From an optimization exercise on the open Yosys and OpenROAD flow, aimed at small area; shortcuts taken in it are not production practice.
Only simulation tests tie the RTL to the original design; equivalence was not proved.
No activity file was given, so power comes from the tool's default toggle rates.

### design/flow/run.sh
#!/bin/bash
# synth_recipe.tcl (not shown) runs the flow's synth.tcl, then flattens the netlist and writes it again
# the make line also repeats each setting of config.mk as NAME=value (left out here)
make -C /OpenROAD-flow-scripts/flow DESIGN_CONFIG=/design/flow/config.mk WORK_HOME=/design/flow/orfs CLKGATE_MAP_FILE= SYNTH_SCRIPT=/design/flow/synth_recipe.tcl finish
### design/flow/config.mk
export PLATFORM = sky130hd
export DESIGN_NAME = vga
export DESIGN_NICKNAME = vga
export VERILOG_FILES = /design/flow/design.v
export SDC_FILE = /design/flow/constraint.sdc
export NUM_CORES = 8
export LEC_CHECK = 0
export CAP_MARGIN = 20
export CORE_MARGIN = 2
export CORE_UTILIZATION = 40
export SLEW_MARGIN = 20
### design/flow/constraint.sdc
create_clock -name core_clock -period 40.0 [get_ports {clk}]
set_input_delay 8.0000 -clock core_clock [delete_from_list [all_inputs] [get_ports {clk}]]
set_output_delay 8.0000 -clock core_clock [all_outputs]
set_load 0.01 [all_outputs]
### design/flow/design.v
`timescale 1ns / 1ps
module vga(clk,rst_n,key_tick,yidong,disp_rgb,hsync,vsync,flag);
input       clk;
input       rst_n;
input       key_tick;
input [4:0] yidong;
input [0:0] flag;
output[11:0] disp_rgb;
output      hsync,
            vsync;
reg [4:0] hq;                            
reg [5:0] hr;                            
reg [3:0] vq;                            
reg [5:0] vr;                            
reg [3:0] cc, cr;                        
reg [3:0] ou, ot;                        
reg [99:0] o;                            
reg [99:0] k;                            
reg        over;
reg        xh;                           
reg        yg, yb;                       
reg [2:0]  dat;                          
function ge_h; input [4:0] q; input [5:0] r; input integer p;
  ge_h = (q > p/40) || (q == p/40 && r >= p%40);
endfunction
function ge_v; input [3:0] q; input [5:0] r; input integer p;
  ge_v = (q > p/40) || (q == p/40 && r >= p%40);
endfunction
function in_h; input [4:0] q; input [5:0] r; input integer lo; input integer hi;
  in_h = ge_h(q, r, lo) && !ge_h(q, r, hi+1);
endfunction
function in_v; input [3:0] q; input [5:0] r; input integer lo; input integer hi;
  in_v = ge_v(q, r, lo) && !ge_v(q, r, hi+1);
endfunction
wire h_end  = (hq == 5'd14) && (hr == 6'd19);      
wire hr_end = (hr == 6'd39);
always @(posedge clk) begin
  if (!rst_n) begin
    hq <= 5'd14; hr <= 6'd20;                       
    vq <= 4'd11; vr <= 6'd15;                       
  end else begin
    if (hr_end) begin
      hr <= 6'd0;
      hq <= (hq == 5'd19) ? 5'd0 : hq + 5'd1;
    end else
      hr <= hr + 6'd1;
    if (h_end) begin
      if (vq == 4'd13 && vr == 6'd4) begin
        vq <= 4'd0; vr <= 6'd0;
      end else if (vr == 6'd39) begin
        vr <= 6'd0; vq <= vq + 4'd1;
      end else
        vr <= vr + 6'd1;
    end
  end
end
wire brow = (vq <= 4'd9);                           
wire bcol = (hq <= 5'd9);
wire inb  = brow && bcol;
wire sh = brow && ((bcol && hr_end) ||
                   (hq >= 5'd15 && !(ot == vq && ou == 4'd0)));
always @(posedge clk) begin
  if (!rst_n) begin
    ou <= 4'd0; ot <= 4'd0;
  end else if (sh) begin
    if (ou == 4'd9) begin
      ou <= 4'd0;
      ot <= (ot == 4'd9) ? 4'd0 : ot + 4'd1;
    end else
      ou <= ou + 4'd1;
  end
end
wire       bu = (cc < ou);
wire [3:0] pu = bu ? cc + 4'd10 - ou : cc - ou;
wire [3:0] pt = (cr < ot + bu) ? cr + 4'd10 - ot - bu : cr - ot - bu;
wire key   = rst_n && key_tick;
wire place = key && (yidong == 5'b10000);
always @(posedge clk) begin
  if (!rst_n) begin
    cc <= 4'd0; cr <= 4'd0;
  end else if (key_tick) begin
    case (yidong)
      5'b00100: cc <= (cc == 4'd0) ? 4'd9 : cc - 4'd1;
      5'b01000: cc <= (cc == 4'd9) ? 4'd0 : cc + 4'd1;
      5'b00001: cr <= (cr == 4'd0) ? 4'd9 : cr - 4'd1;
      5'b00010: cr <= (cr == 4'd9) ? 4'd0 : cr + 4'd1;
      default: ;
    endcase
  end
end
wire [9:0] selu, selt;
genvar gi;
generate
  for (gi = 0; gi < 10; gi = gi + 1) begin : g_sel
    assign selu[gi] = (pu == gi);
    assign selt[gi] = place && (pt == gi);
  end
endgenerate
wire [99:0] n;                           
wire [99:0] u;                           
generate
  for (gi = 0; gi < 100; gi = gi + 1) begin : g_cell
    assign n[gi] = o[gi] | (selt[gi/10] & selu[gi%10]);
    assign u[gi] = o[gi] ? k[gi] : flag[0];
  end
endgenerate
always @(posedge clk) begin
  if (!rst_n)
    o <= 100'd0;
  else
    o <= sh ? {n[0], n[99:1]} : n;
  k <= sh ? {u[0], u[99:1]} : u;
end
wire s1_h = &{o[0], o[1], o[2], o[3], o[4]}     && &{k[0], k[1], k[2], k[3], k[4]};
wire s0_h = &{o[0], o[1], o[2], o[3], o[4]}     && ~|{k[0], k[1], k[2], k[3], k[4]};
wire s1_v = &{o[0], o[10], o[20], o[30], o[40]} && &{k[0], k[10], k[20], k[30], k[40]};
wire s0_v = &{o[0], o[10], o[20], o[30], o[40]} && ~|{k[0], k[10], k[20], k[30], k[40]};
wire s1_d = &{o[0], o[11], o[22], o[33], o[44]} && &{k[0], k[11], k[22], k[33], k[44]};
wire s0_d = &{o[0], o[11], o[22], o[33], o[44]} && ~|{k[0], k[11], k[22], k[33], k[44]};
wire s1_e = &{o[0], o[9], o[18], o[27], o[36]}  && &{k[0], k[9], k[18], k[27], k[36]};
wire s0_e = &{o[0], o[9], o[18], o[27], o[36]}  && ~|{k[0], k[9], k[18], k[27], k[36]};
wire ok_h = (hq <= 5'd5);
wire ok_v = (vq <= 4'd5);
wire ok_e = (hq >= 5'd4);
wire win = (ok_h && (s1_h || s0_h)) ||
           (ok_v && (s1_v || s0_v)) ||
           (ok_h && ok_v && (s1_d || s0_d)) ||
           (ok_e && ok_v && (s1_e || s0_e));
always @(posedge clk) begin
  if (!rst_n)
    over <= 1'b0;
  else if (inb && win)
    over <= 1'b1;
end
wire [4:0] adx = (hr >= 6'd20) ? hr - 6'd20 : 6'd20 - hr;
wire [4:0] ady = (vr >= 6'd20) ? vr - 6'd20 : 6'd20 - vr;
wire disc = ({5'd0, adx}*adx + {5'd0, ady}*ady) <= 10'd400;
wire hit   = inb && disc && (pu == 4'd0) && (pt == 4'd0);
wire stone = inb && disc && o[0];
always @(posedge clk) begin
  xh <= hit;
  if (!hit) begin
    yg <= !(stone && k[0]);
    yb <= !(stone && !k[0]);
  end
end
wire vgrid = (hr == 6'd21) && bcol;
wire vd = (in_h(hq, hr, 782, 799) || in_h(hq, hr, 0, 420)) && !vgrid;
wire hgrid = (vr == 6'd20) && brow;
wire hd = (in_v(vq, vr, 506, 524) || in_v(vq, vr, 0, 419)) && !hgrid;
wire zh = in_h(hq, hr, 21, 41) || in_h(hq, hr, 81, 101) || in_h(hq, hr, 141, 161) ||
          in_h(hq, hr, 201, 221) || in_h(hq, hr, 261, 281) || in_h(hq, hr, 341, 361);
wire zon = (zh && in_v(vq, vr, 130, 290)) ||
           (in_h(hq, hr, 41, 161) && in_v(vq, vr, 270, 290)) ||
           (in_h(hq, hr, 281, 341) && in_v(vq, vr, 130, 150));
always @(posedge clk) begin
  if (over)
    dat <= {!zon, 1'b1, !zon};
  else
    dat <= {vd && hd && !xh, vd && hd && yg, vd && hd && yb};
end
wire hact = in_h(hq, hr, 723, 799) || in_h(hq, hr, 0, 562);
wire vact = in_v(vq, vr, 490, 524) || in_v(vq, vr, 0, 443);
wire act  = hact && vact;
assign disp_rgb = act ? {{4{dat[2]}}, {4{dat[1]}}, {4{dat[0]}}} : 12'h000;
assign hsync = !in_h(hq, hr, 580, 675);
assign vsync = !in_v(vq, vr, 455, 456);
endmodule
==> results.txt, run 1 <==
Antenna Cells -> 0
Clk latency of the worst-skew pair -> 0.55 ns
First-pass GRT wire length -> 62.4 mm
Final Hold Fails -> 0
Hold WC Path Type -> register to register
Final Skew -> 0.0118 ns
Critical Path Fanout Max -> 10
Netlist cell types -> 75
Drt drc -> 0
Die W -> 194 um
Placed instance area -> 0.0148 mm^2
CTS tree -> done
Crit. End Element -> primary output
Final Core Density -> 44.4%
Worst Tran Pin Value -> 1.11 ns
Max Cap Viol -> 0
Register area -> 0.00490 mm^2
Syn avg cell area -> 7.78 um^2
Critical path launch point type -> register
Share of cells above drive strength 1 -> 4.47%
Synthesized cell area -> 0.0145 mm^2
Max Slew Vio Count -> 0
Status -> timing/DRC/antenna clean
Worst reg2reg startpoint -> vr[0]
Initial Util -> 40.6%
Cell Pwr Density -> 34.2 mW/mm^2
Remaining antenna violation count -> 0
Per-cell routed wire length -> 16.5 um
Final setup TNS -> 0 ns
Clock Tree Buf Depth -> 3
Aggregate global routing overflow -> 0
I/O Pins -> 23
FMAX -> 0.0877 GHz
Vias/cell -> 5.79
Worst reg-to-reg setup slack -> 32.70 ns
Die Ht -> 194 um
Core footprint -> 0.0356 mm^2
FILL cells -> 3596
Fin crit share -> 28.5%
Number of synthesized flops with an enable pin -> 2
Worst Hold Depth -> 1
Seq cells post-synth -> 244
RSZ-0062 raised after global routing -> no
Sinks on Clock Net -> 244
Final Instance Area -> 0.0158 mm^2
Post-synthesis sequential area ratio -> 33.9%
Initial antenna violation count -> 0
CTS Buf Count -> 28
Cell row count -> 69
WS Path Type -> register to primary output
Post-synth top flop -> dfxtp_1
Async SR Flop Fraction -> 0%
Syn nets -> 1962
DR iter-0 viols -> 833
GRT Overall Usage -> 19.4%
Maximum vdd drop -> 0.0319 mV
R2R Path End -> yb
Dpl hpwl -> 25.1 mm
Worst EP required -> 32.00 ns
Area Growth Syn to Fin -> 9.15%
Tmin final -> 11.40 ns
Pre-antenna DRT Iters -> 5
Leakage -> 6.14 nW
Post-CTS setup buffers -> 0
Largest net degree at the start of global routing -> 211
Port Buffers -> 22
Final net count -> 1897
Total routed wirelength -> 37.4 mm
CTS clk-pin slew, worst paths -> 0.06 ns
Cells after synthesis -> 1858
CTS root buf -> clkbuf_16
Crit path launch -> vr[0]
R2r worst-path depth -> 23
Number of H-tree levels -> 1
Slew margin rel. -> 26.0%
Die ar. -> 0.0377 mm^2
Design Power -> 0.540 mW
Multi-input logic area -> 0.00876 mm^2
Placer Congestion -> 0.851
Routed via count -> 13200
Synth warnings -> 1
Number of global-route vias before repair -> 12200
Crit path to -> disp_rgb[7]
Hold buffer count at cts -> 0
# resized after CTS -> 0
Final setup fails -> 0
CP arrival -> 3.40 ns
[layout make-up]
type | instances | area share, %
well taps | 461 | 3.66
clock buffers | 44 | 5.46
inverters | 78 | 1.86
clock inverters | 6 | 0.293
multi-input cells | 1407 | 55.6
repair buffers | 34 | 2.09
flip-flops and latches | 244 | 31.1
[routing by layer]
| layer | track usage, % | up-vias | wire, um |
|---|---|---|---|
| met5 | 0 | - | 0 |
| met4 | 5.81 | 0 | 941 |
| met1 | 25.9 | 6267 | 17200 |
| li1 | - | 6538 | - |
| met2 | 32.9 | 301 | 17700 |
| met3 | 2.31 | 61 | 1530 |
[metrics by stage]
stage | setup slack (ns) | hold slack (ns) | std cells
after floorplan | 29.95 | 0.400 | 1858
after global placement | 28.98 | 0.415 | 2222
after detailed placement | 28.94 | 0.414 | 2222
after CTS | 28.56 | 0.425 | 2272
after global routing | 28.25 | 0.453 | 2274
final | 28.60 | 0.425 | 2274
[worst max-delay path: stages (launching register included)]
cell and delay [ns]:
dfxtp_1 0.41, inv_1 0.18, ha_1 0.22, nand2b_1 0.09, a2111oi_0 0.42, mux2i_1 0.16
nor2_1 0.12, o31ai_1 0.08, a31oi_1 0.37, and2_1 0.25, clkdlybuf4s50_1 0.56
[synthesized netlist by cell type (4+ instances only)]
master | number | area share (%)
nand3b_1 | 5 | 0.26
nand2_1 | 223 | 5.8
a21o_1 | 10 | 0.52
a211oi_1 | 8 | 0.42
xnor2_1 | 31 | 1.9
a21oi_1 | 117 | 4.1
a221o_1 | 4 | 0.28
ha_1 | 69 | 6.0
nor3b_1 | 9 | 0.47
o31ai_1 | 5 | 0.26
nor2_1 | 79 | 2.1
buf_4 | 9 | 0.47
fa_1 | 26 | 3.6
o21a_1 | 6 | 0.31
a31oi_1 | 17 | 0.74
inv_1 | 77 | 2.0
dfxtp_1 | 242 | 34
nand3_1 | 384 | 13
mux2i_1 | 39 | 2.7
nand4_1 | 11 | 0.48
a211o_1 | 5 | 0.30
a32oi_1 | 4 | 0.24
o211a_1 | 7 | 0.48
or2_2 | 6 | 0.26
o21ai_0 | 55 | 1.9
nor4_1 | 7 | 0.30
a22oi_1 | 4 | 0.21
nor2b_1 | 16 | 0.69
buf_2 | 16 | 0.55
a311oi_1 | 5 | 0.30
nand2b_1 | 18 | 0.78
buf_1 | 21 | 0.55
clkbuf_1 | 82 | 2.1
o22ai_1 | 93 | 4.0
o211ai_1 | 13 | 0.68
and2_1 | 15 | 0.65
nor3_1 | 24 | 0.83
xor2_1 | 11 | 0.67
and3_1 | 13 | 0.56
or3_1 | 7 | 0.30
or4_1 | 8 | 0.42
[registers in the layout (all words and copies together) (netlist names)]
| name | flops |
|---|---|
| o | 100 |
| dat | 3 |
| cc | 4 |
| vr | 6 |
| vq | 4 |
| ot | 4 |
| cr | 4 |
| k | 100 |
| over | 1 |
| hq | 5 |
| hr | 6 |
| ou | 4 |
| yg | 1 |
| yb | 1 |
| xh | 1 |
[layout by cell type (no fill, tap or decap), drive strengths merged, types with 13 or more instances in the layout]
master / count
mux2i: 39
a31oi: 17
o21ai: 55
o22ai: 93
nor2b: 16
nor3: 24
dfxtp: 242
clkbuf: 45
xnor2: 32
nor2: 81
o211ai: 13
nand2b: 18
clkdlybuf4s50: 21
ha: 69
nand2: 223
fa: 26
and2: 15
inv: 78
a21oi: 117
nand3: 384
and3: 13
[cell families (layout without fill, tap and decap cells)]
| logic type | Yosys count | in the layout | share of synthesized area, % |
|---|---|---|---|
| multiplexers | 42 | 42 | 2.93 |
| XOR/XNOR | 43 | 43 | 2.66 |
| buffers and inverters | 207 | 162 | 5.76 |
| AO/OA/AOI/OAI | 386 | 386 | 17.1 |
| AND/OR/NAND/NOR | 841 | 841 | 28.1 |
| adder cells (fa/ha/maj) | 95 | 95 | 9.57 |
| flip-flops | 244 | 244 | 33.9 |
[worst min-delay path by stage]
stage | from | slack (ns) | end
after floorplan | xh | 0.40 | dat[2]
after global placement | xh | 0.42 | dat[2]
after detailed placement | xh | 0.41 | dat[2]
after CTS | xh | 0.43 | dat[2]
after global routing | xh | 0.45 | dat[2]
final | xh | 0.43 | dat[2]
[power breakdown]
group          total, mW  internal, mW  switching, mW  leakage (nW)
clock              0.250         0.147          0.103         0.443
sequential         0.254         0.249        0.00431          2.00
combinational     0.0364        0.0138         0.0226          3.69
total              0.540         0.410          0.130          6.14
==> inputs of run 2 (changes only) <==
--- a/design/flow/design.v
+++ b/design/flow/design.v
@@ -15,5 +15,5 @@
 reg [3:0] cc, cr;                        
-reg [3:0] ou, ot;                        
-reg [99:0] o;                            
-reg [99:0] k;                            
+reg [3:0] pu, pt;                        
+wire [99:0] o;                           
+wire [99:0] k;                           
 reg        over;
@@ -60,19 +60,13 @@
 wire sh = brow && ((bcol && hr_end) ||
-                   (hq >= 5'd15 && !(ot == vq && ou == 4'd0)));
-always @(posedge clk) begin
-  if (!rst_n) begin
-    ou <= 4'd0; ot <= 4'd0;
-  end else if (sh) begin
-    if (ou == 4'd9) begin
-      ou <= 4'd0;
-      ot <= (ot == 4'd9) ? 4'd0 : ot + 4'd1;
-    end else
-      ou <= ou + 4'd1;
-  end
-end
-wire       bu = (cc < ou);
-wire [3:0] pu = bu ? cc + 4'd10 - ou : cc - ou;
-wire [3:0] pt = (cr < ot + bu) ? cr + 4'd10 - ot - bu : cr - ot - bu;
+                   (hq >= 5'd15 && hr < 6'd18 && vr != 6'd0));
 wire key   = rst_n && key_tick;
 wire place = key && (yidong == 5'b10000);
+wire mv_l = key && (yidong == 5'b00100);
+wire mv_r = key && (yidong == 5'b01000);
+wire mv_u = key && (yidong == 5'b00001);
+wire mv_d = key && (yidong == 5'b00010);
+wire wl = (cc == 4'd0);
+wire wr = (cc == 4'd9);
+wire wu = (cr == 4'd0);
+wire wd = (cr == 4'd9);
 always @(posedge clk) begin
@@ -80,10 +74,22 @@
     cc <= 4'd0; cr <= 4'd0;
-  end else if (key_tick) begin
-    case (yidong)
-      5'b00100: cc <= (cc == 4'd0) ? 4'd9 : cc - 4'd1;
-      5'b01000: cc <= (cc == 4'd9) ? 4'd0 : cc + 4'd1;
-      5'b00001: cr <= (cr == 4'd0) ? 4'd9 : cr - 4'd1;
-      5'b00010: cr <= (cr == 4'd9) ? 4'd0 : cr + 4'd1;
-      default: ;
-    endcase
+  end else begin
+    if (mv_l) cc <= wl ? 4'd9 : cc - 4'd1;
+    if (mv_r) cc <= wr ? 4'd0 : cc + 4'd1;
+    if (mv_u) cr <= wu ? 4'd9 : cr - 4'd1;
+    if (mv_d) cr <= wd ? 4'd0 : cr + 4'd1;
+  end
+end
+wire [4:0] su = {1'b0, pu} + (mv_r ? 5'd1 : 5'd0) - (mv_l ? 5'd1 : 5'd0) - (sh ? 5'd1 : 5'd0);
+wire       cu_n = su[4];                 
+wire       cu_p = !su[4] && (su[3:0] >= 4'd10);
+wire [3:0] pu_n = cu_n ? su[3:0] + 4'd10 : cu_p ? su[3:0] - 4'd10 : su[3:0];
+wire [4:0] st = {1'b0, pt} + ((mv_d || (mv_l && wl)) ? 5'd1 : 5'd0)
+                           - ((mv_u || (mv_r && wr)) ? 5'd1 : 5'd0)
+                           + (cu_p ? 5'd1 : 5'd0) - (cu_n ? 5'd1 : 5'd0);
+wire [3:0] pt_n = st[4] ? st[3:0] + 4'd10 : (st[3:0] >= 4'd10) ? st[3:0] - 4'd10 : st[3:0];
+always @(posedge clk) begin
+  if (!rst_n) begin
+    pu <= 4'd0; pt <= 4'd0;
+  end else begin
+    pu <= pu_n; pt <= pt_n;
   end
@@ -98,17 +104,16 @@
 endgenerate
-wire [99:0] n;                           
-wire [99:0] u;                           
+wire rst   = !rst_n;
+wire shn   = !sh;
+wire flagn = !flag[0];
+wire [99:0] kb;                          
+wire [19:0] nb0, u0;                     
+assign k = ~kb;
 generate
-  for (gi = 0; gi < 100; gi = gi + 1) begin : g_cell
-    assign n[gi] = o[gi] | (selt[gi/10] & selu[gi%10]);
-    assign u[gi] = o[gi] ? k[gi] : flag[0];
+  for (gi = 0; gi < 20; gi = gi + 1) begin : g_blk
+    vga_ring5 u_blk(.clk(clk), .rst(rst), .sh(sh), .shn(shn),
+                    .we_t(selt[gi/2]), .we_u(selu[(gi%2)*5 +: 5]), .flagn(flagn),
+                    .nb_nx(nb0[(gi+1)%20]), .u_nx(u0[(gi+1)%20]),
+                    .o(o[gi*5 +: 5]), .kb(kb[gi*5 +: 5]), .nb0(nb0[gi]), .u0(u0[gi]));
   end
 endgenerate
-always @(posedge clk) begin
-  if (!rst_n)
-    o <= 100'd0;
-  else
-    o <= sh ? {n[0], n[99:1]} : n;
-  k <= sh ? {u[0], u[99:1]} : u;
-end
 wire s1_h = &{o[0], o[1], o[2], o[3], o[4]}     && &{k[0], k[1], k[2], k[3], k[4]};
@@ -136,3 +141,30 @@
 wire [4:0] ady = (vr >= 6'd20) ? vr - 6'd20 : 6'd20 - vr;
-wire disc = ({5'd0, adx}*adx + {5'd0, ady}*ady) <= 10'd400;
+reg [4:0] wmax;
+always @(*) begin
+  case (ady)
+    5'd0: wmax = 5'd20;
+    5'd1: wmax = 5'd19;
+    5'd2: wmax = 5'd19;
+    5'd3: wmax = 5'd19;
+    5'd4: wmax = 5'd19;
+    5'd5: wmax = 5'd19;
+    5'd6: wmax = 5'd19;
+    5'd7: wmax = 5'd18;
+    5'd8: wmax = 5'd18;
+    5'd9: wmax = 5'd17;
+    5'd10: wmax = 5'd17;
+    5'd11: wmax = 5'd16;
+    5'd12: wmax = 5'd16;
+    5'd13: wmax = 5'd15;
+    5'd14: wmax = 5'd14;
+    5'd15: wmax = 5'd13;
+    5'd16: wmax = 5'd12;
+    5'd17: wmax = 5'd10;
+    5'd18: wmax = 5'd8;
+    5'd19: wmax = 5'd6;
+    5'd20: wmax = 5'd0;
+    default: wmax = 5'd0;
+  endcase
+end
+wire disc = (ady <= 5'd20) && (adx <= wmax);
 wire hit   = inb && disc && (pu == 4'd0) && (pt == 4'd0);
@@ -168 +200,24 @@
 endmodule
+module vga_ring5(clk, rst, sh, shn, we_t, we_u, flagn, nb_nx, u_nx, o, kb, nb0, u0);
+input        clk, rst, sh, shn, we_t, flagn, nb_nx, u_nx;
+input  [4:0] we_u;
+output [4:0] o, kb;
+output       nb0, u0;
+reg    [4:0] o, kb;
+wire   [5:0] nb, u;
+assign nb[5] = nb_nx;
+assign u[5]  = u_nx;
+assign nb0   = nb[0];
+assign u0    = u[0];
+genvar i;
+generate
+  for (i = 0; i < 5; i = i + 1) begin : g_pos
+    assign nb[i] = !(o[i] | (we_t & we_u[i]));
+    assign u[i]  = !(o[i] ? kb[i] : flagn);
+    always @(posedge clk) begin
+      o[i]  <= !((sh & nb[i+1]) | (shn & nb[i]) | rst);
+      kb[i] <= !((sh & u[i+1]) | (shn & u[i]));
+    end
+  end
+endgenerate
+endmodule
--- a/design/flow/config.mk
+++ b/design/flow/config.mk
@@ -10,2 +10,7 @@
 export CORE_UTILIZATION = 40
+export CTS_BUF_LIST = sky130_fd_sc_hd__clkbuf_16
+export CTS_CLUSTER_DIAMETER = 100
+export CTS_CLUSTER_SIZE = 24
 export SLEW_MARGIN = 20
+export SYNTH_HIERARCHICAL = 1
+export SYNTH_MINIMUM_KEEP_SIZE = 0
==> run 2 against run 1 <==
  * Critical path depth grew 9
  * Worst hold slack gained 0.031 ns
  * Synthesized cell count shrank 35%
  * Via count shrank 28%
  * Largest power group unchanged
  * Cell area shrank 21%
  * Critical endpoint is now pt[2]
  * Critical path type is now primary input to register
  * Non-clock buffer count is the same
  * First-iteration DRC count shrank 3.5%
  * Sequential power is essentially flat
  * Sequential share of layout area grew 7.5 points
  * Final cell count shrank 31%
==> results.txt, run 2 <==
Synth top area cells -> dfxtp_1 (41%), mux2i_1 (9.0%), a221oi_1 (7.9%), a22oi_1 (6.5%), a21oi_1 (5.8%)
Worst reg2reg startpoint -> hq[0]
Syn avg cell area -> 9.63 um^2
Synth top area share -> 40.9%
Worst reg-to-reg setup slack -> 33.35 ns
CTS Buf Count -> 14
CTS tree -> done
Synth warnings -> 8
Aggregate global routing overflow -> 0
Core footprint -> 0.0287 mm^2
Crit path to -> pt[2]
Met2 wire length -> 13.4 mm
Crit. End Element -> register
Fin crit share -> 31.8%
Netlist cell types -> 90
Syn nets -> 1272
RSZ-0062 raised after global routing -> no
M1 WL -> 13.7 mm
Pre-antenna DRT Iters -> 6
I/O Pins -> 23
Sinks on Clock Net -> 240
Clock Tree Buf Depth -> 3
Placer Congestion -> 0.808
Post-route insts no fill -> 1574
Synthesized cell area -> 0.0116 mm^2
Hold WC Path Type -> register to register
Commonest non-fill, non-tap cell in the layout -> dfxtp_1
Remaining antenna violation count -> 0
Cells after synthesis -> 1209
Maximum vdd drop -> 0.0236 mV
Vias/cell -> 6.04
Number of synthesized flops with an enable pin -> 2
Port Buffers -> 22
Final net count -> 1250
Critical Path Fanout Max -> 19
Final setup fails -> 0
Worst hold slack -> 0.456 ns
Leakage -> 4.41 nW
Die Ht -> 175 um
Die W -> 175 um
Final setup TNS -> 0 ns
CP arrival -> 13.13 ns
Max Cap Viol -> 0
Final worst setup slack -> 27.28 ns
Antenna Cells -> 0
Total routed wirelength -> 28.7 mm
CTS clk-pin slew, worst paths -> 0.10 ns
Dominant cell type by area after synthesis -> dfxtp_1
Crit path launch -> rst_n
Cell Pwr Density -> 40.5 mW/mm^2
Initial antenna violation count -> 0
Initial Util -> 40.5%
Final Skew -> 0.0191 ns
Number of H-tree levels -> 1
WS Path Type -> primary input to register
Number of global-route vias before repair -> 8705
Most frequent cells after synthesis -> dfxtp_1 (238), a21oi_1 (134), a221oi_1 (105), mux2i_1 (105), a22oi_1 (101)
GRT Overall Usage -> 18.5%
Met3 wire len -> 1.08 mm
Most frequent cells in the layout -> dfxtp_1 (238), a21oi_1 (134), mux2i_1 (105), a221oi_1 (105), a22oi_1 (101)
Routed via count -> 9509
Status -> timing/DRC/antenna clean
Hold buffer count at cts -> 0
Final Hold Fails -> 0
Drt drc -> 0
Top sig layer -> met4
Max Slew Vio Count -> 0
CTS root buf -> clkbuf_16
Cell row count -> 62
Dpl hpwl -> 18.0 mm
# resized after CTS -> 0
Area Growth Syn to Fin -> 7.55%
Largest net degree at the start of global routing -> 110
Final Core Density -> 43.6%
Count leader, synth -> dfxtp_1
R2R Path End -> pt[2]
Worst Tran Pin Value -> 1.06 ns
Post-synth top flop -> dfxtp_1
Placed cell count -> 1555
Tmin final -> 12.72 ns
FMAX -> 0.0786 GHz
Share of cells above drive strength 1 -> 5.13%
First-pass GRT wire length -> 47.0 mm
Seq cells post-synth -> 240
Die ar. -> 0.0305 mm^2
Post-synthesis sequential area ratio -> 41.5%
Post-CTS setup buffers -> 0
Placement Setup Slack -> 26.76 ns
Clk latency of the worst-skew pair -> 0.49 ns
Async SR Flop Fraction -> 0%
Per-cell routed wire length -> 18.2 um
Biggest regs -> g_blk.u_blk.kb: 100 flops, g_blk.u_blk.o: 100 flops
Critical path launch point type -> primary input
DR iter-0 viols -> 804
R2r worst-path depth -> 22
Worst EP required -> 40.40 ns
Slew margin rel. -> 28.8%
[run 2: cell count changes after synthesis, sizes merged, moves of 67 or more]
| cell | change |
|---|---|
| nand3 | -375 |
| nand2 | -174 |
| a221oi | +104 |
| a22oi | +97 |
| o22ai | -93 |
| mux2i | +67 |
[run 2: routing by layer]
layer,GRT usage (%),vias up
li1,-,4627
met1,26.1,4645
met2,30.6,202
met3,1.78,35
met4,4.62,0
met5,0,-
[run 2: worst min path at each step]
stage	startpoint	to	slack (ns)	cells past startpoint
global placement	yg	dat[1]	0.45	1
detailed placement	yg	dat[1]	0.44	1
floorplan	yg	dat[1]	0.42	1
global route	yg	dat[1]	0.47	1
CTS	yg	dat[1]	0.46	1
finish	yg	dat[1]	0.46	1
[run 2: per-stage QoR]
step | cell area, um^2 | total power, mW
2_1_floorplan | 11600 | 0.333
3_3_place_gp | 12100 | 0.358
3_5_place_dp | 12100 | 0.362
4_1_cts | 12500 | 0.513
5_1_grt | 12500 | 0.538
6_report | 12500 | 0.506
[run 2: Yosys stat by module (local to each module, per instance)]
module / cells / flip-flops and latches
vga: 569 / 40
vga_ring5: 32 / 10
[run 2: cells by family after synthesis]
| group | Yosys count | synth area share, % |
|---|---|---|
| AOI/OAI and AO/OA | 454 | 27.6 |
| buffers and inverters | 127 | 4.67 |
| and+or+nand+nor | 212 | 9.67 |
| adders and majority gates | 54 | 6.13 |
| xor gates and xnor gates | 15 | 1.13 |
| DFF | 240 | 41.5 |
| muxes | 107 | 9.34 |
[run 2: report_power, final]
group          switching (mW)  internal (mW)
Clock                  0.0810         0.0690
Sequential            0.00678          0.248
Combinational          0.0633         0.0382
[run 2: final cells by class]
type | count | area [um^2]
Clock buffer | 15 | 375
Multi-Input combinational cell | 842 | 6270
Inverter | 55 | 213
Sequential cell | 240 | 4820
Tap cell | 384 | 480
Fill cell | 2826 | 16200
Timing Repair Buffer | 34 | 314
Clock inverter | 4 | 36.3
[run 2: worst max-delay path, stage by stage]
cell             delay, ns
clkdlybuf4s50_1       0.40
buf_4                 0.22
and2_1                0.20
nand4b_1              0.26
inv_1                 0.09
fa_1                  0.48
inv_1                 0.04
ha_1                  0.17
ha_1                  0.20
a21oi_1               0.15
o21bai_1              0.09
xnor2_1               0.46
fa_1                  0.54
fa_1                  0.43
ha_1                  0.22
fa_1                  0.49
ha_1                  0.34
o21ai_0               0.10
a221oi_1              0.24
==> inputs of run 3 (changes only) <==
==> design/flow/flow/run.sh (new file) <==
#!/bin/bash
# standard layout, unchanged; each step's output goes to its own log
ls -la > ls.log 2>&1
bash standard.sh > standard.log 2>&1
==> design/flow/standard.sh (new file) <==
#!/bin/bash
# synth_recipe.tcl (not shown) runs the flow's synth.tcl, then flattens the netlist and writes it again
# the make line also repeats each setting of config.mk as NAME=value (left out here)
make -C /OpenROAD-flow-scripts/flow DESIGN_CONFIG=/design/flow/config.mk WORK_HOME=/design/flow/orfs CLKGATE_MAP_FILE= SYNTH_SCRIPT=/design/flow/synth_recipe.tcl "${@:-finish}"
removed: design/flow/run.sh
==> run 3 against run 2 <==
  * Still clean
  * Global-route usage unchanged
  * Synthesized cell count unchanged
  * Sequential power is essentially flat
==> results.txt, run 3 <==
Status -> timing/DRC/antenna clean
Critical path launch point type -> primary input
Share of cells above drive strength 1 -> 5.13%
Synth top area share -> 40.9%
Commonest non-fill, non-tap cell in the layout -> dfxtp_1
Max Cap Viol -> 0
Cells along the critical path -> clkdlybuf4s50_1, buf_4, and2_1, nand4b_1, inv_1, fa_1, inv_1, ha_1, ha_1, a21oi_1, o21bai_1, xnor2_1, fa_1, fa_1, ha_1, fa_1, ha_1, o21ai_0, a221oi_1
Post-synthesis sequential area ratio -> 41.5%
DR iter-0 viols -> 804
Clk latency of the worst-skew pair -> 0.49 ns
Area Growth Syn to Fin -> 7.55%
Initial antenna violation count -> 0
Crit. End Element -> register
CP max-delay cell -> fa_1
Post-synth top flop -> dfxtp_1
Routed via count -> 9509
Sinks on Clock Net -> 240
Clock Tree Buf Depth -> 3
Total routed wirelength -> 28.7 mm
Most frequent cells after synthesis -> dfxtp_1 (238), a21oi_1 (134), a221oi_1 (105), mux2i_1 (105), a22oi_1 (101)
Largest net degree at the start of global routing -> 110
Syn nets -> 1272
Die ar. -> 0.0305 mm^2
Dominant cell type by area after synthesis -> dfxtp_1
Hold buffer count at cts -> 0
Final net count -> 1250
Fin crit share -> 31.8%
Synth warnings -> 8
Port Buffers -> 22
Core footprint -> 0.0287 mm^2
Number of H-tree levels -> 1
Number of global-route vias before repair -> 8705
Design Power -> 0.506 mW
Worst reg2reg startpoint -> hq[0]
Cell Pwr Density -> 40.5 mW/mm^2
I/O Pins -> 23
GRT Overall Usage -> 18.5%
Netlist cell types -> 90
Hold Path Origin -> yg
Initial Util -> 40.5%
Final setup fails -> 0
CP arrival -> 13.13 ns
Worst Tran Pin Value -> 1.06 ns
FMAX -> 0.0786 GHz
Worst EP required -> 40.40 ns
Final setup TNS -> 0 ns
Post-CTS setup buffers -> 0
Die Ht -> 175 um
Cells after synthesis -> 1209
RSZ-0062 raised after global routing -> no
Vias/cell -> 6.04
Leakage -> 4.41 nW
Most frequent cells in the layout -> dfxtp_1 (238), a21oi_1 (134), mux2i_1 (105), a221oi_1 (105), a22oi_1 (101)
Dpl hpwl -> 18.0 mm
Per-cell routed wire length -> 18.2 um
Remaining antenna violation count -> 0
Final Skew -> 0.0191 ns
CTS root buf -> clkbuf_16
Synthesized cell area -> 0.0116 mm^2
Async SR Flop Fraction -> 0%
Antenna Cells -> 0
Count leader, synth -> dfxtp_1
Die W -> 175 um
Final worst setup slack -> 27.28 ns
Crit path launch -> rst_n
Maximum vdd drop -> 0.0236 mV
CTS clk-pin slew, worst paths -> 0.10 ns
WS Path Type -> primary input to register
Syn avg cell area -> 9.63 um^2
Seq cells post-synth -> 240
CTS Buf Count -> 14
Synth top area cells -> dfxtp_1 (41%), mux2i_1 (9.0%), a221oi_1 (7.9%), a22oi_1 (6.5%), a21oi_1 (5.8%)
Placer Congestion -> 0.808
Crit path largest cell delay -> 0.54 ns
Tmin final -> 12.72 ns
Number of synthesized flops with an enable pin -> 2
Final Hold Fails -> 0
Aggregate global routing overflow -> 0
Hold WC Path Type -> register to register
Max Slew Vio Count -> 0
Biggest regs -> g_blk.u_blk.kb: 100 flops, g_blk.u_blk.o: 100 flops
CTS tree -> done
First-pass GRT wire length -> 47.0 mm
Critical Path Fanout Max -> 19
Drt drc -> 0
Pre-antenna DRT Iters -> 6
Placement Setup Slack -> 26.76 ns
Slew margin rel. -> 28.8%
Cell row count -> 62
# resized after CTS -> 0
[run 3: cell counts after synthesis]
No cell type changed its count.
[run 3: routing by layer]
metal	track usage, %	vias up	share of wire [%]
li1	-	4627	-
met1	26.1	4645	48
met2	30.6	202	47
met3	1.78	35	3.7
met4	4.62	0	1.9
met5	0	-	0
[run 3: through the flow]
step	util [%]	cells	hold WS [ns]	area, um^2
2_1_floorplan	-	1209	0.419	11600
3_3_place_gp	42.2	1555	0.446	12100
3_5_place_dp	42.2	1555	0.441	12100
4_1_cts	43.6	1574	0.463	12500
5_1_grt	43.6	1574	0.474	12500
6_report	43.6	1574	0.456	12500
[run 3: Yosys stat by module, one instance, submodules excluded]
module | flops+latches | cells | times used | cell area, um^2
vga | 40 | 569 | 1 | 4360
vga_ring5 | 10 | 32 | 20 | 364
[run 3: logic make-up (layout without fill, tap and decap cells)]
logic type | count (synthesis) | in the layout | synth area share [%]
AOI/OAI and AO/OA | 454 | 454 | 27.6
xor gates and xnor gates | 15 | 15 | 1.13
adders and majority gates | 54 | 54 | 6.13
buffers and inverters | 127 | 108 | 4.67
DFF | 240 | 240 | 41.5
muxes | 107 | 107 | 9.34
and+or+nand+nor | 212 | 212 | 9.67
[run 3: power breakdown]
group          leakage [nW]  switching [mW]  internal (mW)
Combinational          2.23          0.0633         0.0382
Sequential             1.97         0.00678          0.248
Clock                 0.202          0.0810         0.0690
Total                  4.41           0.151          0.355
[run 3: worst max-delay path, delay by kind of cell]
family	cells	cell delay, ns
AO/OA/AOI/OAI	4	0.58
buffers and inverters	4	0.75
adder cells (fa/ha/maj)	8	2.87
AND/OR/NAND/NOR	2	0.46
XOR/XNOR	1	0.46
[run 3: path summary, 6_finish.rpt]
| path | to | slack, ns | cells after the start |
|---|---|---|---|
| min | dat[1] | 0.46 | 1 |
| max | pt[2] | 27.28 | 19 |
| max reg2reg | pt[2] | 33.35 | 22 |
| min reg2reg | dat[1] | 0.46 | 1 |
[run 3: cell type report]
| type | count | area [um^2] |
|---|---|---|
| inverters | 55 | 213 |
| flip-flops and latches | 240 | 4820 |
| repair buffers | 34 | 314 |
| multi-input cells | 842 | 6270 |
| well taps | 384 | 480 |
| fillers | 2826 | 16200 |
| clock inverters | 4 | 36.3 |
| clock buffers | 15 | 375 |
==> inputs of run 4 (changes only) <==
==> design/flow/run.sh (new file) <==
#!/bin/bash
# synth_recipe.tcl (not shown) runs the flow's synth.tcl, then flattens the netlist and writes it again
# the make line also repeats each setting of config.mk as NAME=value (left out here)
make -C /OpenROAD-flow-scripts/flow DESIGN_CONFIG=/design/flow/config.mk WORK_HOME=/design/flow/orfs CLKGATE_MAP_FILE= SYNTH_SCRIPT=/design/flow/synth_recipe.tcl finish
--- a/design/flow/config.mk
+++ b/design/flow/config.mk
@@ -10,5 +10,2 @@
 export CORE_UTILIZATION = 40
-export CTS_BUF_LIST = sky130_fd_sc_hd__clkbuf_16
-export CTS_CLUSTER_DIAMETER = 100
-export CTS_CLUSTER_SIZE = 24
 export SLEW_MARGIN = 20
removed: design/flow/flow/run.sh
removed: design/flow/standard.sh
==> run 4 against run 3 <==
  * Still clean on timing, DRC and antenna
  * Register-to-register slack lost 0.02 ns
  * Utilization grew 1.9 points
  * Area after synthesis is the same
  * Worst setup slack gained 0.040 ns
  * Clock power grew 79%
  * Final cell count grew 1.9%
  * Worst hold slack lost 0.0093 ns
  * Non-clock buffer count is the same
  * Count of clock-buffer cells in the layout grew 22
  * Via count grew 1.4%
  * Global-route usage grew 0.43 points
  * Critical endpoint unchanged
==> results.txt, run 4 <==
Port Buffers -> 22
Seq cells post-synth -> 240
Delay-heaviest family, CP -> adder cells
Total routed wirelength -> 29.4 mm
Leakage -> 4.68 nW
Final setup fails -> 0
Pre-antenna DRT Iters -> 5
Cells along the critical path -> clkdlybuf4s50_1, buf_4, and2_1, nand4b_1, inv_1, fa_1, ha_1, inv_1, ha_1, a21oi_1, o21bai_1, xnor2_1, fa_1, fa_1, ha_1, fa_1, ha_1, o21ai_0, a221oi_1
Sinks on Clock Net -> 240
CP max-delay cell -> fa_1
First-pass GRT wire length -> 47.9 mm
Final net count -> 1263
Cell depth of the worst setup path -> 19
Number of synthesized flops with an enable pin -> 2
FILL cells -> 2777
Worst Hold Depth -> 1
Cells after synthesis -> 1209
Clk latency of the worst-skew pair -> 0.56 ns
# resized after CTS -> 0
Worst path bufs/invs -> 4
Synth top area cells -> dfxtp_1 (41%), mux2i_1 (9.0%), a221oi_1 (7.9%), a22oi_1 (6.5%), a21oi_1 (5.8%)
CTS root buf -> clkbuf_16
Final Skew -> 0.0150 ns
Sequential share of power -> 40.9%
Crit. End Element -> register
Per-cell routed wire length -> 18.3 um
Most frequent cells after synthesis -> dfxtp_1 (238), a21oi_1 (134), a221oi_1 (105), mux2i_1 (105), a22oi_1 (101)
Share of cells above drive strength 1 -> 7.30%
Largest net degree at the start of global routing -> 110
Critical Path Fanout Max -> 19
Die ar. -> 0.0305 mm^2
FMAX -> 0.0788 GHz
Status -> timing/DRC/antenna clean
Worst EP required -> 40.45 ns
Number of global-route vias before repair -> 8852
Post-synth top flop -> dfxtp_1
Cell row count -> 62
Post-route insts no fill -> 1604
Placer Congestion -> 0.808
Aggregate global routing overflow -> 0
Area Growth Syn to Fin -> 12.3%
Final Hold Fails -> 0
Synth warnings -> 8
Post-synthesis sequential area ratio -> 41.5%
CP arrival -> 13.14 ns
Placed cell count -> 1555
CTS Buf Count -> 27
Core footprint -> 0.0287 mm^2
GRT Overall Usage -> 18.9%
Slew margin rel. -> 27.0%
Netlist cell types -> 90
Hold buffer count at cts -> 0
Most frequent cells in the layout -> dfxtp_1 (238), a21oi_1 (134), mux2i_1 (105), a221oi_1 (105), a22oi_1 (101)
Initial antenna violation count -> 0
DR iter-0 viols -> 868
Commonest non-fill, non-tap cell in the layout -> dfxtp_1
Worst Tran Pin Value -> 1.09 ns
CTS clk-pin slew, worst paths -> 0.06 ns
Synthesized cell area -> 0.0116 mm^2
Crit path largest cell delay -> 0.54 ns
Die Ht -> 175 um
Count leader, synth -> dfxtp_1
Logic pwr share -> 16.3%
Internal power -> 0.450 mW
Dpl hpwl -> 18.0 mm
Final setup TNS -> 0 ns
WS Path Type -> primary input to register
I/O Pins -> 23
Switching pwr -> 0.175 mW
Die W -> 175 um
Clock Tree Buf Depth -> 3
Cell Pwr Density -> 47.8 mW/mm^2
Syn avg cell area -> 9.63 um^2
Switching Share -> 28.0%
Max Cap Viol -> 0
Initial Util -> 40.5%
Synth top area share -> 40.9%
Drt drc -> 0
Hold WC Path Type -> register to register
Number of H-tree levels -> 1
Antenna Cells -> 0
CTS tree -> done
Biggest regs -> g_blk.u_blk.kb: 100 flops, g_blk.u_blk.o: 100 flops
Routed via count -> 9645
RSZ-0062 raised after global routing -> no
Critical path launch point type -> primary input
R2r worst-path depth -> 22
Remaining antenna violation count -> 0
Vias/cell -> 6.01
Syn nets -> 1272
Async SR Flop Fraction -> 0%
Clk pwr share -> 42.9%
Max Slew Vio Count -> 0
Tmin final -> 12.68 ns
Post-CTS setup buffers -> 0
Maximum vdd drop -> 0.0331 mV
Fin crit share -> 31.7%
Dominant cell type by area after synthesis -> dfxtp_1
[run 4: power groups by stage]
stage,logic (mW),registers [mW],clock network (mW)
after global placement,0.0974,0.260,0
after detailed placement,0.101,0.260,0
final,0.102,0.255,0.268
after CTS,0.102,0.255,0.274
after global routing,0.116,0.256,0.284
after floorplan,0.0750,0.258,0
[run 4: routing by layer]
metal	share of wire, %	GRT usage, %
met5	0	0
met1	47	26.3
met2	46	31.0
met3	4.0	2.39
met4	2.7	5.35
[run 4: area by class of cell]
type	count	area, um^2	area share [%]
Multi-Input combinational cell	842	6270	48.0
Sequential cell	240	4820	36.9
Clock buffer	37	783	5.99
Tap cell	384	480	3.68
Timing Repair Buffer	34	314	2.40
Inverter	55	213	1.63
Clock inverter	12	184	1.41
[run 4: worst paths after layout]
| check | slack, ns | start | endpoint |
|---|---|---|---|
| worst max-delay path | 27.32 | rst_n | pt[2] |
| worst min-delay path | 0.45 | yg | dat[1] |
| worst max register to register | 33.33 | hq[0] | pt[2] |
| worst min register to register | 0.45 | yg | dat[1] |
[run 4: kinds of logic (layout without fill, tap and decap cells)]
kind of cell | after synthesis | after routing | synth area share [%]
fa+ha+maj | 54 | 54 | 6.13
flops | 240 | 240 | 41.5
xor+xnor | 15 | 15 | 1.13
compound gates | 454 | 454 | 27.6
mux | 107 | 107 | 9.34
simple gates | 212 | 212 | 9.67
buf+inv | 127 | 138 | 4.67
[run 4: per-module statistics from Yosys, one instance, submodules excluded]
module,area (um^2),flip-flops and latches
vga,4360,40
vga_ring5,364,10
[run 4: stage by stage]
step	instance area, um^2	utilization [%]	setup WS (ns)	hold slack (ns)	power (mW)
finish	13100	45.5	27.32	0.447	0.625
global route	13100	45.5	27.01	0.465	0.656
CTS	13100	45.5	27.35	0.455	0.631
detailed placement	12100	42.2	26.76	0.441	0.362
global placement	12100	42.2	26.92	0.446	0.358
floorplan	11600	-	27.64	0.419	0.333
==> inputs of run 5 (changes only) <==
--- a/design/flow/config.mk
+++ b/design/flow/config.mk
@@ -9,3 +9,6 @@
 export CORE_MARGIN = 2
-export CORE_UTILIZATION = 40
+export CORE_UTILIZATION = 65
+export CTS_BUF_LIST = sky130_fd_sc_hd__clkbuf_8
+export CTS_CLUSTER_DIAMETER = 60
+export CTS_CLUSTER_SIZE = 14
 export SLEW_MARGIN = 20
==> run 5 against run 4 <==
  * Still clean on timing, DRC and antenna
  * Worst hold slack gained 0.046 ns
  * Worst setup slack lost 0.54 ns
  * Utilization grew 25 points
  * Via count grew 0.64%
  * Power shrank 20%
  * Cell area shrank 5.9%
  * Register-to-register slack gained 0.15 ns
  * Count of clock-buffer cells in the layout shrank 13
  * Combinational power is essentially flat
  * Clock power shrank 48%
  * Final cell count shrank 11%
  * Largest power group is now sequential cells
==> results.txt, run 5 <==
Status -> timing/DRC/antenna clean
Synth top area cells -> dfxtp_1 (41%), mux2i_1 (9.0%), a221oi_1 (7.9%), a22oi_1 (6.5%), a21oi_1 (5.8%)
Most frequent cells after synthesis -> dfxtp_1 (238), a21oi_1 (134), a221oi_1 (105), mux2i_1 (105), a22oi_1 (101)
Die W -> 138 um
Async SR Flop Fraction -> 0%
Placement Setup Slack -> 26.23 ns
RSZ-0062 raised after global routing -> no
Syn avg cell area -> 9.63 um^2
Synthesized cell area -> 0.0116 mm^2
CP max-delay cell -> clkdlybuf4s50_1
Share of cells above drive strength 1 -> 6.01%
M1 WL -> 12.6 mm
Core footprint -> 0.0174 mm^2
Per-cell routed wire length -> 19.5 um
Multi-input logic area -> 0.00628 mm^2
Leakage -> 4.41 nW
Worst Tran Pin Value -> 1.19 ns
Placed cell count -> 1395
Post-route insts no fill -> 1424
Port Buffers -> 22
I/O Pins -> 23
Post-CTS setup buffers -> 0
Final Hold Fails -> 0
Netlist cell types -> 90
Critical Path Fanout Max -> 19
Area Growth Syn to Fin -> 5.73%
Die ar. -> 0.0190 mm^2
Aggregate global routing overflow -> 0
Clk latency of the worst-skew pair -> 0.57 ns
Tmin final -> 13.22 ns
Met3 wire len -> 1.41 mm
Syn nets -> 1272
Cells after synthesis -> 1209
Final Instance Area -> 0.0123 mm^2
First-pass GRT wire length -> 44.1 mm
CTS root buf -> clkbuf_8
Die Ht -> 138 um
Biggest regs -> g_blk.u_blk.kb: 100 flops, g_blk.u_blk.o: 100 flops
Final Core Density -> 70.6%
Final worst setup slack -> 26.78 ns
Post-synthesis sequential area ratio -> 41.5%
WS Path Type -> primary input to register
Hold buffer count at cts -> 0
Number of global-route vias before repair -> 8658
DR iter-0 viols -> 992
FILL cells -> 1416
Final setup fails -> 0
CTS Buf Count -> 22
Worst hold slack -> 0.493 ns
Hold WC Path Type -> register to register
Dpl hpwl -> 17.4 mm
Design Power -> 0.497 mW
Dominant cell type by area after synthesis -> dfxtp_1
FMAX -> 0.0756 GHz
Final net count -> 1258
Final setup TNS -> 0 ns
Cell row count -> 48
Crit. End Element -> register
Number of H-tree levels -> 1
Drt drc -> 0
Synth warnings -> 8
CTS clk-pin slew, worst paths -> 0.09 ns
Cell Pwr Density -> 40.4 mW/mm^2
Post-synth top flop -> dfxtp_1
Fin crit share -> 33.1%
Antenna Cells -> 0
Initial Util -> 66.8%
Vias/cell -> 6.82
Placer Congestion -> 0.878
Worst EP required -> 40.45 ns
Placed instance area -> 0.0119 mm^2
# resized after CTS -> 0
Cells along the critical path -> clkdlybuf4s50_1, and2_1, nand4b_1, inv_1, fa_1, inv_1, ha_1, ha_1, a21oi_1, o21bai_1, xnor2_1, fa_1, fa_1, ha_1, fa_1, ha_1, o21ai_0, a221oi_1
Crit path largest cell delay -> 0.88 ns
Remaining antenna violation count -> 0
Final Skew -> 0.0352 ns
Register area -> 0.00482 mm^2
Number of synthesized flops with an enable pin -> 2
CTS tree -> done
GRT Overall Usage -> 28.6%
CP arrival -> 13.67 ns
Delay-heaviest family, CP -> adder cells
Worst path bufs/invs -> 3
Critical path launch point type -> primary input
Total routed wirelength -> 27.8 mm
Clock Tree Buf Depth -> 3
Slew margin rel. -> 19.9%
Most frequent cells in the layout -> dfxtp_1 (238), a21oi_1 (134), mux2i_1 (105), a221oi_1 (105), a22oi_1 (101)
Maximum vdd drop -> 0.0455 mV
Max Cap Viol -> 0
Seq cells post-synth -> 240
Initial antenna violation count -> 0
Top sig layer -> met4
Count leader, synth -> dfxtp_1
Met2 wire length -> 13.1 mm
Max Slew Vio Count -> 0
Largest net degree at the start of global routing -> 115
Pre-antenna DRT Iters -> 6
Synth top area share -> 40.9%
Routed via count -> 9707
Commonest non-fill, non-tap cell in the layout -> dfxtp_1
Sinks on Clock Net -> 240
==> run 5: cell families (layout without fill, tap and decap cells) <==
| family | count (synthesis) | count (layout) | share of synthesized area (%) |
|---|---|---|---|
| multiplexers | 107 | 107 | 9.34 |
| adder cells (fa/ha/maj) | 54 | 54 | 6.13 |
| buffers and inverters | 127 | 117 | 4.67 |
| AO/OA/AOI/OAI | 454 | 454 | 27.6 |
| AND/OR/NAND/NOR | 212 | 212 | 9.67 |
| flip-flops | 240 | 240 | 41.5 |
| XOR/XNOR | 15 | 15 | 1.13 |
==> run 5: path summary, 6_finish.rpt <==
kind	start	end	slack, ns	cells past startpoint
max	rst_n	pt[2]	26.78	18
min	yb	dat[0]	0.49	1
max reg2reg	hq[0]	pt[2]	33.48	22
min reg2reg	yb	dat[0]	0.49	1
==> run 5: power by group <==
group / leakage, nW / switching [mW] / total (mW) / internal (mW)
Sequential: 1.97 / 0.00701 / 0.255 / 0.248
Combinational: 2.24 / 0.0643 / 0.102 / 0.0381
Clock: 0.190 / 0.0835 / 0.139 / 0.0557
Total: 4.41 / 0.155 / 0.497 / 0.342
==> run 5: area by class of cell <==
type	instances	area share, %
clock buffer	24	2.68
clock inverter	4	0.356
inverter	55	1.73
multi-input combinational	842	51.0
sequential	240	39.2
tap	225	2.29
timing repair buffer	34	2.72
==> run 5: Yosys stat by module (local to each module, per instance) <==
module / copies in the design / area, um^2
vga: 1 / 4360
vga_ring5: 20 / 364
==> run 5: metal layers <==
metal | vias to the layer above | track usage (%)
met4 | 0 | 8.11
li1 | 4624 | -
met5 | - | 0
met1 | 4763 | 39.6
met3 | 58 | 3.75
met2 | 262 | 47.1

[what the ideal ports hide]
How much do the figures lean on ideal ports? The routed layouts below were timed once more, with nothing changed but the port constraints. Step 1 assumes that a clkbuf_16 drives the clock port and a buf_2 every other input. Step 2 also shifts input and output timing later by t, the mid clock arrival at the registers, as if the neighbouring blocks saw the same clock. Slacks: no drivers / after step 1 / after step 2; pairs: no drivers / after step 1.
run	t (ns)	setup slack, ns	worst register clock-pin slew, ns	worst data-port slew with drivers (ns)	cell pins on the clock port's net
run 1	0.599	28.597 / 28.543 / 28.911	0.06 / 0.06	0.03	1
run 2	0.534	27.277 / 27.302 / 26.769	0.10 / 0.10	0.03	1
run 3	0.534	27.277 / 27.302 / 26.769	0.10 / 0.10	0.03	1
run 4	0.599	27.316 / 27.340 / 26.742	0.06 / 0.06	0.03	1
run 5	0.595	26.779 / 26.799 / 26.204	0.09 / 0.09	0.03	1
After both steps setup and hold are still met in every run listed. The setup slack of run 5, which loses most, moves by +0.020 ns with the drivers and by -0.575 ns with both steps.
